This is an optimization exercise on Yosys and OpenROAD, whose aim is small area and a short achievable clock period, not a production implementation. At most, simulation tests tie the RTL to the original design; equivalence was not proved. The flow treats the clock pin as an ideal source. Dropping or thinning the clock tree relies on that and would not hold on a real chip. Power and IR drop assume default switching activity.

Design PacketArbiter, start of the top module:
module PacketArbiter #
 ( parameter WIDTH = 8,
   parameter DEPTH = 8,
   parameter DLOG2 = 3,
   parameter KLOG2 = 3)
 ( input   clk,
   input   reset,
   input  [WIDTH-1:0]  A_tdata,
   input   A_tvalid,
   input   A_tlast,
   output reg A_tready,
   input  [WIDTH-1:0]  B_tdata,
   input   B_tvalid,
   input   B_tlast,
   output reg B_tready,
   output reg [WIDTH-1:0]  K_tdata,
   output reg K_tvalid,
   output reg K_tlast,
   input   K_tready);
Size: roughly 260 flip-flops, ~35 I/O pins, ~9800 um2 of cells after synthesis.
==> module PacketArbiter, before the edit <==
module PacketArbiter #
 ( parameter WIDTH = 8,
   parameter DEPTH = 8,
   parameter DLOG2 = 3,
   parameter KLOG2 = 3)
 ( input   clk,
   input   reset,
   input  [WIDTH-1:0]  A_tdata,
   input   A_tvalid,
   input   A_tlast,
   output reg A_tready,
   input  [WIDTH-1:0]  B_tdata,
   input   B_tvalid,
   input   B_tlast,
   output reg B_tready,
   output reg [WIDTH-1:0]  K_tdata,
   output reg K_tvalid,
   output reg K_tlast,
   input   K_tready);
  function [2:0] inc3(input [2:0] v);
    inc3 = {v[2] ^ (v[1] & v[0]), v[1] ^ v[0], ~v[0]};
  endfunction
  reg [WIDTH-1:0] A_mem [0:DEPTH-1];
  reg [WIDTH-1:0] B_mem [0:DEPTH-1];
  reg [WIDTH-1:0] K_mem [0:DEPTH-1];
  reg [2:0] wa, wb, kw;
  reg [2:0] lsel;                
  reg [2:0] csel;                
  reg [DEPTH-1:0] ra, rb, kr;    
  reg grant;
  reg [WIDTH-1:0] cdata;
  reg [DEPTH-1:0] kwe;
  wire endc = (csel != 0) && (csel == kw);
  wire [DEPTH-1:0] krn = {kr[DEPTH-1:1], 1'b0};
  wire klast = krn[lsel];
  wire alast = A_tvalid && A_tlast;
  wire blast = B_tvalid && B_tlast;
  wire [2:0] lsel_n = (grant ? alast : blast) ? (grant ? wa : wb) : lsel;
  wire [2:0] csel_n = (grant ? blast : alast) ? (grant ? wb : wa) : csel;
  always @(posedge clk, posedge reset) begin
    if (reset) begin
      wa <= 0; wb <= 0;
      A_tready <= 1'b0; B_tready <= 1'b0;
    end else begin
      if (A_tvalid) begin
        A_tready <= ~A_tlast;
        wa <= A_tlast ? 3'd0 : inc3(wa);
      end
      if (B_tvalid) begin
        B_tready <= ~B_tlast;
        wb <= B_tlast ? 3'd0 : inc3(wb);
      end
    end
  end
  always @(posedge clk, posedge reset) begin
    if (reset) begin
      ra <= 1; rb <= 1; kw <= 0; grant <= 1'b0; lsel <= 0; csel <= 0;
    end else begin
      lsel <= endc ? csel_n : lsel_n;
      csel <= endc ? lsel_n : csel_n;
      if (grant) rb <= {rb[DEPTH-2:0], rb[DEPTH-1]};
      else       ra <= {ra[DEPTH-2:0], ra[DEPTH-1]};
      kw <= endc ? 3'd0 : inc3(kw);
      grant <= grant ^ endc;
    end
  end
  always @(posedge clk, posedge reset) begin
    if (reset) begin
      kr <= 1; K_tvalid <= 1'b0; K_tlast <= 1'b0;
    end else if (K_tready) begin
      K_tvalid <= 1'b1;
      K_tlast <= klast;
      kr <= klast ? {{(DEPTH-1){1'b0}}, 1'b1} : {kr[DEPTH-2:0], kr[DEPTH-1]};
    end
  end
  reg [WIDTH-1:0] crd, krd;
  integer i;
  always @* begin
    crd = {WIDTH{1'b0}};
    krd = {WIDTH{1'b0}};
    for (i = 0; i < DEPTH; i = i + 1) begin
      crd = crd | ({WIDTH{~grant & ra[i]}} & A_mem[i])
                | ({WIDTH{ grant & rb[i]}} & B_mem[i]);
      krd = krd | ({WIDTH{kr[i]}} & K_mem[i]);
    end
  end
  wire kbyp = |(kwe & kr);
  always @(posedge clk) begin
    if (A_tvalid && (wa != 0 || !reset)) A_mem[wa] <= A_tdata;
    if (B_tvalid && (wb != 0 || !reset)) B_mem[wb] <= B_tdata;
    cdata <= crd;
    for (i = 0; i < DEPTH; i = i + 1) begin
      kwe[i] <= kw == i && (i != 0 || !reset);
      if (kwe[i]) K_mem[i] <= cdata;
    end
    if (K_tready) K_tdata <= kbyp ? cdata : krd;
  end
endmodule
Settings: LEC_CHECK=0, CAP_MARGIN=20, CORE_MARGIN=2, CORE_UTILIZATION=60, SETUP_SLACK_MARGIN=2.3, SLEW_MARGIN=20; clock period 4.0 ns.
standard.sh (not shown) runs the stock make flow with config.mk's settings and CLKGATE_MAP_FILE= SYNTH_SCRIPT=/design/flow/synth_recipe.tcl, a recipe that flattens the netlist after the stock synthesis.
==> flow/flow/run.sh <==
#!/bin/bash
# Standard ORFS layout, except that:
# - the clock tree is built by flow/cts_pre.tcl (hooked in through PRE_CTS_TCL)
#   instead of TritonCTS;
# - the port buffers are buf_2 cells (BUFFER_PORTS_ARGS).
# make's output goes to make.log here; ORFS's per-step logs stay under orfs/logs.
set -euo pipefail
here=$(pwd)
bash standard.sh "PRE_CTS_TCL=$here/flow/cts_pre.tcl" \
  "BUFFER_PORTS_ARGS=-buffer_cell sky130_fd_sc_hd__buf_2" \
  finish > make.log 2>&1
Other scripts of this flow, unchanged in this note and not shown: flow/flow/cts_pre.tcl, flow/flow/mycts.tcl
Change:
--- a/flow/design.v
+++ b/flow/design.v
@@ -26,12 +26,10 @@
   reg [2:0] wa, wb, kw;
   reg [2:0] lsel;                
   reg [2:0] csel;                
   reg [DEPTH-1:0] ra, rb, kr;    
   reg grant;
-  reg [WIDTH-1:0] cdata;
-  reg [DEPTH-1:0] kwe;
   wire endc = (csel != 0) && (csel == kw);
   wire [DEPTH-1:0] krn = {kr[DEPTH-1:1], 1'b0};
   wire klast = krn[lsel];
   wire alast = A_tvalid && A_tlast;
   wire blast = B_tvalid && B_tlast;
@@ -82,17 +80,12 @@
       crd = crd | ({WIDTH{~grant & ra[i]}} & A_mem[i])
                 | ({WIDTH{ grant & rb[i]}} & B_mem[i]);
       krd = krd | ({WIDTH{kr[i]}} & K_mem[i]);
     end
   end
-  wire kbyp = |(kwe & kr);
   always @(posedge clk) begin
     if (A_tvalid && (wa != 0 || !reset)) A_mem[wa] <= A_tdata;
     if (B_tvalid && (wb != 0 || !reset)) B_mem[wb] <= B_tdata;
-    cdata <= crd;
-    for (i = 0; i < DEPTH; i = i + 1) begin
-      kwe[i] <= kw == i && (i != 0 || !reset);
-      if (kwe[i]) K_mem[i] <= cdata;
-    end
-    if (K_tready) K_tdata <= kbyp ? cdata : krd;
+    if (kw != 0 || !reset) K_mem[kw] <= crd;
+    if (K_tready) K_tdata <= krd;
   end
 endmodule
Hold slack loses 0.014 ns.
Sequential share of layout area falls by 0.75 points.
Total power shrinks by 6.8%.
Setup slack is about the same.
Design area went down by 3.1%.
Area after synthesis shrinks by 5.6%.
Maximum frequency hardly moves.
Register-to-register slack loses 0.06 ns.
Wire length stays flat.
In every run of this note, the design's own scripts or RTL, not TritonCTS, make the clock network.

== JK ==
Starting RTL as in the previous note.
export LEC_CHECK = 0
export CAP_MARGIN = 20
export CORE_MARGIN = 2
export CORE_UTILIZATION = 60
export SETUP_SLACK_MARGIN = 2.35
export SLEW_MARGIN = 20
create_clock -name core_clock -period 4.0 [get_ports {clk}]
Scripts as last shown in full above: flow/flow/run.sh
Other scripts of this flow, unchanged in this note and not shown: flow/flow/cts_pre.tcl, flow/flow/mycts.tcl
Input changes introduced in MS (baseline for comparison: JK):
--- a/flow/design.v
+++ b/flow/design.v
@@ -29,6 +29,4 @@
   reg [DEPTH-1:0] ra, rb, kr;    
   reg grant;
-  reg [WIDTH-1:0] cdata;
-  reg [DEPTH-1:0] kwe;
   wire endc = (csel != 0) && (csel == kw);
   wire [DEPTH-1:0] krn = {kr[DEPTH-1:1], 1'b0};
@@ -85,14 +83,9 @@
     end
   end
-  wire kbyp = |(kwe & kr);
   always @(posedge clk) begin
-    if (A_tvalid && (wa != 0 || !reset)) A_mem[wa] <= A_tdata;
-    if (B_tvalid && (wb != 0 || !reset)) B_mem[wb] <= B_tdata;
-    cdata <= crd;
-    for (i = 0; i < DEPTH; i = i + 1) begin
-      kwe[i] <= kw == i && (i != 0 || !reset);
-      if (kwe[i]) K_mem[i] <= cdata;
-    end
-    if (K_tready) K_tdata <= kbyp ? cdata : krd;
+    if (A_tvalid && !reset) A_mem[wa] <= A_tdata;
+    if (B_tvalid && !reset) B_mem[wb] <= B_tdata;
+    if (!reset) K_mem[kw] <= crd;
+    if (K_tready) K_tdata <= krd;
   end
 endmodule
Findings:
Looking at final critical-path share of the clock period, MS sits 0.66 points above JK.
Area: MS vs JK -> MS larger
Setup slack: MS less than JK
On portion of total power attributed to the clock network: MS sits above JK.
Compared with JK, MS shows power per standard cell area lower by 12%.
Sequential share of layout area: MS vs JK down 3.4 points
Vias: MS fewer than JK
Global-route wire length before repair: MS vs JK down 1300 um
MS: number of nets in the finished design lower than JK
Netlist area before placement (MS / JK): 0.942
Function not checked in MS: the RTL went through the layout flow alone. No run of this note takes its clock network from TritonCTS; it comes from the design's own scripts or RTL.

The RTL this note starts from:
==> flow/design.v <==
module PacketArbiter #
 ( parameter WIDTH = 8,
   parameter DEPTH = 8,
   parameter DLOG2 = 3,
   parameter KLOG2 = 3)
 ( input   clk,
   input   reset,
   input  [WIDTH-1:0]  A_tdata,
   input   A_tvalid,
   input   A_tlast,
   output reg A_tready,
   input  [WIDTH-1:0]  B_tdata,
   input   B_tvalid,
   input   B_tlast,
   output reg B_tready,
   output reg [WIDTH-1:0]  K_tdata,
   output reg K_tvalid,
   output reg K_tlast,
   input   K_tready);
  function [2:0] nxt3(input [2:0] v);
    nxt3 = {v[1], v[0], v[2] ^ (v[1] | ~v[0])};
  endfunction
  function [7:0] c2e(input [7:0] c);
    c2e = {c[5], c[6], c[3], c[7], c[4], c[2], c[1], c[0]};
  endfunction
  function [7:0] jdec(input [3:0] j);
    jdec = { j[3] & ~j[2], j[2] & ~j[1], j[1] & ~j[0], j[3] &  j[0],
             j[2] & ~j[3], j[1] & ~j[2], j[0] & ~j[1], ~j[3] & ~j[0]};
  endfunction
  reg [WIDTH-1:0] A_mem [0:DEPTH-1];
  reg [WIDTH-1:0] B_mem [0:DEPTH-1];
  reg [WIDTH-1:0] K_mem [0:DEPTH-1];
  reg [2:0] wa, wb, lenA, lenB, kw;
  reg [3:0] ra, rb;              
  reg [DEPTH-1:0] kr;            
  reg grant;
  reg [2:0] lsel;                
  reg [WIDTH-1:0] cdata;
  reg [DEPTH-1:0] kwe;
  wire endA = (lenA != 0) && (lenA == kw);
  wire endB = (lenB != 0) && (lenB == kw);
  wire endc = grant ? endB : endA;
  wire [DEPTH-1:0] ks = c2e(kr);           
  wire [DEPTH-1:0] ksn = {ks[DEPTH-1:1], 1'b0};
  wire klast = ksn[lsel];
  wire [2:0] lenA_n = (A_tvalid && A_tlast) ? wa : lenA;
  wire [2:0] lenB_n = (B_tvalid && B_tlast) ? wb : lenB;
  wire grant_n = grant ^ endc;
  always @(posedge clk, posedge reset) begin
    if (reset) begin
      wa <= 0; wb <= 0; lenA <= 0; lenB <= 0;
      A_tready <= 1'b0; B_tready <= 1'b0;
    end else begin
      if (A_tvalid) begin
        A_tready <= ~A_tlast;
        wa <= A_tlast ? 3'd0 : nxt3(wa);
        if (A_tlast) lenA <= wa;
      end
      if (B_tvalid) begin
        B_tready <= ~B_tlast;
        wb <= B_tlast ? 3'd0 : nxt3(wb);
        if (B_tlast) lenB <= wb;
      end
    end
  end
  always @(posedge clk, posedge reset) begin
    if (reset) begin
      ra <= 0; rb <= 0; kw <= 0; grant <= 1'b0; lsel <= 0;
    end else begin
      lsel <= grant_n ? lenA_n : lenB_n;
      if (grant) rb <= {rb[2:0], ~rb[3]};
      else       ra <= {ra[2:0], ~ra[3]};
      kw <= endc ? 3'd0 : nxt3(kw);
      grant <= grant_n;
    end
  end
  always @(posedge clk, posedge reset) begin
    if (reset) begin
      kr <= 1; K_tvalid <= 1'b0; K_tlast <= 1'b0;
    end else if (K_tready) begin
      K_tvalid <= 1'b1;
      K_tlast <= klast;
      kr <= klast ? {{(DEPTH-1){1'b0}}, 1'b1} : {kr[DEPTH-2:0], kr[DEPTH-1]};
    end
  end
  wire [DEPTH-1:0] sa = c2e(jdec(ra));
  wire [DEPTH-1:0] sb = c2e(jdec(rb));
  reg [WIDTH-1:0] crd, krd;
  integer i;
  always @* begin
    crd = {WIDTH{1'b0}};
    krd = {WIDTH{1'b0}};
    for (i = 0; i < DEPTH; i = i + 1) begin
      crd = crd | ({WIDTH{~grant & sa[i]}} & A_mem[i])
                | ({WIDTH{ grant & sb[i]}} & B_mem[i]);
      krd = krd | ({WIDTH{ks[i]}} & K_mem[i]);
    end
  end
  wire kbyp = |(kwe & ks);
  always @(posedge clk) begin
    if (A_tvalid && !reset) A_mem[wa] <= A_tdata;
    if (B_tvalid && !reset) B_mem[wb] <= B_tdata;
    cdata <= crd;
    for (i = 0; i < DEPTH; i = i + 1) begin
      kwe[i] <= !reset && kw == i;
      if (kwe[i]) K_mem[i] <= cdata;
    end
    if (K_tready) K_tdata <= kbyp ? cdata : krd;
  end
endmodule
export LEC_CHECK = 0
export CAP_MARGIN = 20
export CORE_MARGIN = 2
export CORE_UTILIZATION = 60
export SETUP_SLACK_MARGIN = 2.3
export SLEW_MARGIN = 20
create_clock -name core_clock -period 4.0 [get_ports {clk}]
Scripts as last shown in full above: flow/flow/run.sh
Other scripts of this flow, unchanged in this note and not shown: flow/flow/cts_pre.tcl, flow/flow/mycts.tcl
Then changed:
--- a/flow/design.v
+++ b/flow/design.v
@@ -18,9 +18,6 @@
    output reg K_tlast,
    input   K_tready);
-  function [2:0] nxt3(input [2:0] v);
-    nxt3 = {v[1], v[0], v[2] ^ (v[1] | ~v[0])};
-  endfunction
-  function [7:0] c2e(input [7:0] c);
-    c2e = {c[5], c[6], c[3], c[7], c[4], c[2], c[1], c[0]};
+  function [2:0] inc3(input [2:0] v);
+    inc3 = {v[2] ^ (v[1] & v[0]), v[1] ^ v[0], ~v[0]};
   endfunction
   function [7:0] jdec(input [3:0] j);
@@ -35,5 +32,5 @@
   reg [DEPTH-1:0] kr;            
   reg grant;
-  reg [2:0] lsel;                
+  reg [2:0] lsel;    
   reg [WIDTH-1:0] cdata;
   reg [DEPTH-1:0] kwe;
@@ -41,7 +38,6 @@
   wire endB = (lenB != 0) && (lenB == kw);
   wire endc = grant ? endB : endA;
-  wire [DEPTH-1:0] ks = c2e(kr);           
-  wire [DEPTH-1:0] ksn = {ks[DEPTH-1:1], 1'b0};
-  wire klast = ksn[lsel];
+  wire [DEPTH-1:0] krn = {kr[DEPTH-1:1], 1'b0};
+  wire klast = krn[lsel];
   wire [2:0] lenA_n = (A_tvalid && A_tlast) ? wa : lenA;
   wire [2:0] lenB_n = (B_tvalid && B_tlast) ? wb : lenB;
@@ -54,10 +50,10 @@
       if (A_tvalid) begin
         A_tready <= ~A_tlast;
-        wa <= A_tlast ? 3'd0 : nxt3(wa);
+        wa <= A_tlast ? 3'd0 : inc3(wa);
         if (A_tlast) lenA <= wa;
       end
       if (B_tvalid) begin
         B_tready <= ~B_tlast;
-        wb <= B_tlast ? 3'd0 : nxt3(wb);
+        wb <= B_tlast ? 3'd0 : inc3(wb);
         if (B_tlast) lenB <= wb;
       end
@@ -71,5 +67,5 @@
       if (grant) rb <= {rb[2:0], ~rb[3]};
       else       ra <= {ra[2:0], ~ra[3]};
-      kw <= endc ? 3'd0 : nxt3(kw);
+      kw <= endc ? 3'd0 : inc3(kw);
       grant <= grant_n;
     end
@@ -84,6 +80,6 @@
     end
   end
-  wire [DEPTH-1:0] sa = c2e(jdec(ra));
-  wire [DEPTH-1:0] sb = c2e(jdec(rb));
+  wire [DEPTH-1:0] sa = jdec(ra);
+  wire [DEPTH-1:0] sb = jdec(rb);
   reg [WIDTH-1:0] crd, krd;
   integer i;
@@ -94,8 +90,8 @@
       crd = crd | ({WIDTH{~grant & sa[i]}} & A_mem[i])
                 | ({WIDTH{ grant & sb[i]}} & B_mem[i]);
-      krd = krd | ({WIDTH{ks[i]}} & K_mem[i]);
+      krd = krd | ({WIDTH{kr[i]}} & K_mem[i]);
     end
   end
-  wire kbyp = |(kwe & ks);
+  wire kbyp = |(kwe & kr);
   always @(posedge clk) begin
     if (A_tvalid && !reset) A_mem[wa] <= A_tdata;
Cell area came out higher by about 2.1%.
Total power came out higher by 5.4%.
Critical path depth does not change.
Die area hardly moves.
Wire length came out higher by 2.4%.
Sequential power came out lower by about 1%.
Sequential cell count is unchanged.
Fmax came out lower by 2.8%.
First-iteration DRC count came out higher by 0.96%.
Clock power stays flat.
Global-route usage came out higher by 0.76 points.
Area after synthesis hardly moves.
Clock skew came out lower by 0.0044 ns.
Function was not checked in any run of this note: the RTL went through the layout flow alone. In every run of this note, the design's own scripts or RTL, not TritonCTS, make the clock network.

==> re-timing with driven ports <==
The results above use ideal ports. As a check the final layouts listed here were re-extracted and re-timed, cells and wires unchanged. Step 1 sets driving cells, clkbuf_16 on the clock port and buf_2 on the other inputs (assumed; they add their load-dependent delay and slew). Step 2 moves the port delays by t, midway between the first and last clock arrival at a register: inputs arrive t later, outputs are due t later. That takes back most of the time a late clock gives input paths. Three values: ideal ports, drivers, drivers and shift; two values: the first two.
run	shift t [ns]	setup slack, ns	worst hold slack (ns)	clock arrival spread, ns	cell pins on the clock port's net
the first run of note 1	0.381	2.286 / 2.251 / 1.969	0.484 / 0.475 / 0.484	0.035 / 0.035	4
the second run of note 1	0.385	2.286 / 2.228 / 2.019	0.469 / 0.469 / 0.469	0.043 / 0.043	4
JK	0.344	2.361 / 2.280 / 2.119	0.491 / 0.454 / 0.491	0.057 / 0.056	4
MS	0.342	2.335 / 2.298 / 2.085	0.470 / 0.470 / 0.470	0.062 / 0.062	4
the first run of note 3	0.390	2.300 / 2.206 / 1.983	0.472 / 0.472 / 0.472	0.033 / 0.032	4
the second run of note 3	0.390	2.250 / 2.250 / 2.012	0.467 / 0.467 / 0.467	0.028 / 0.028	4
After both steps setup and hold are still met in every run listed.
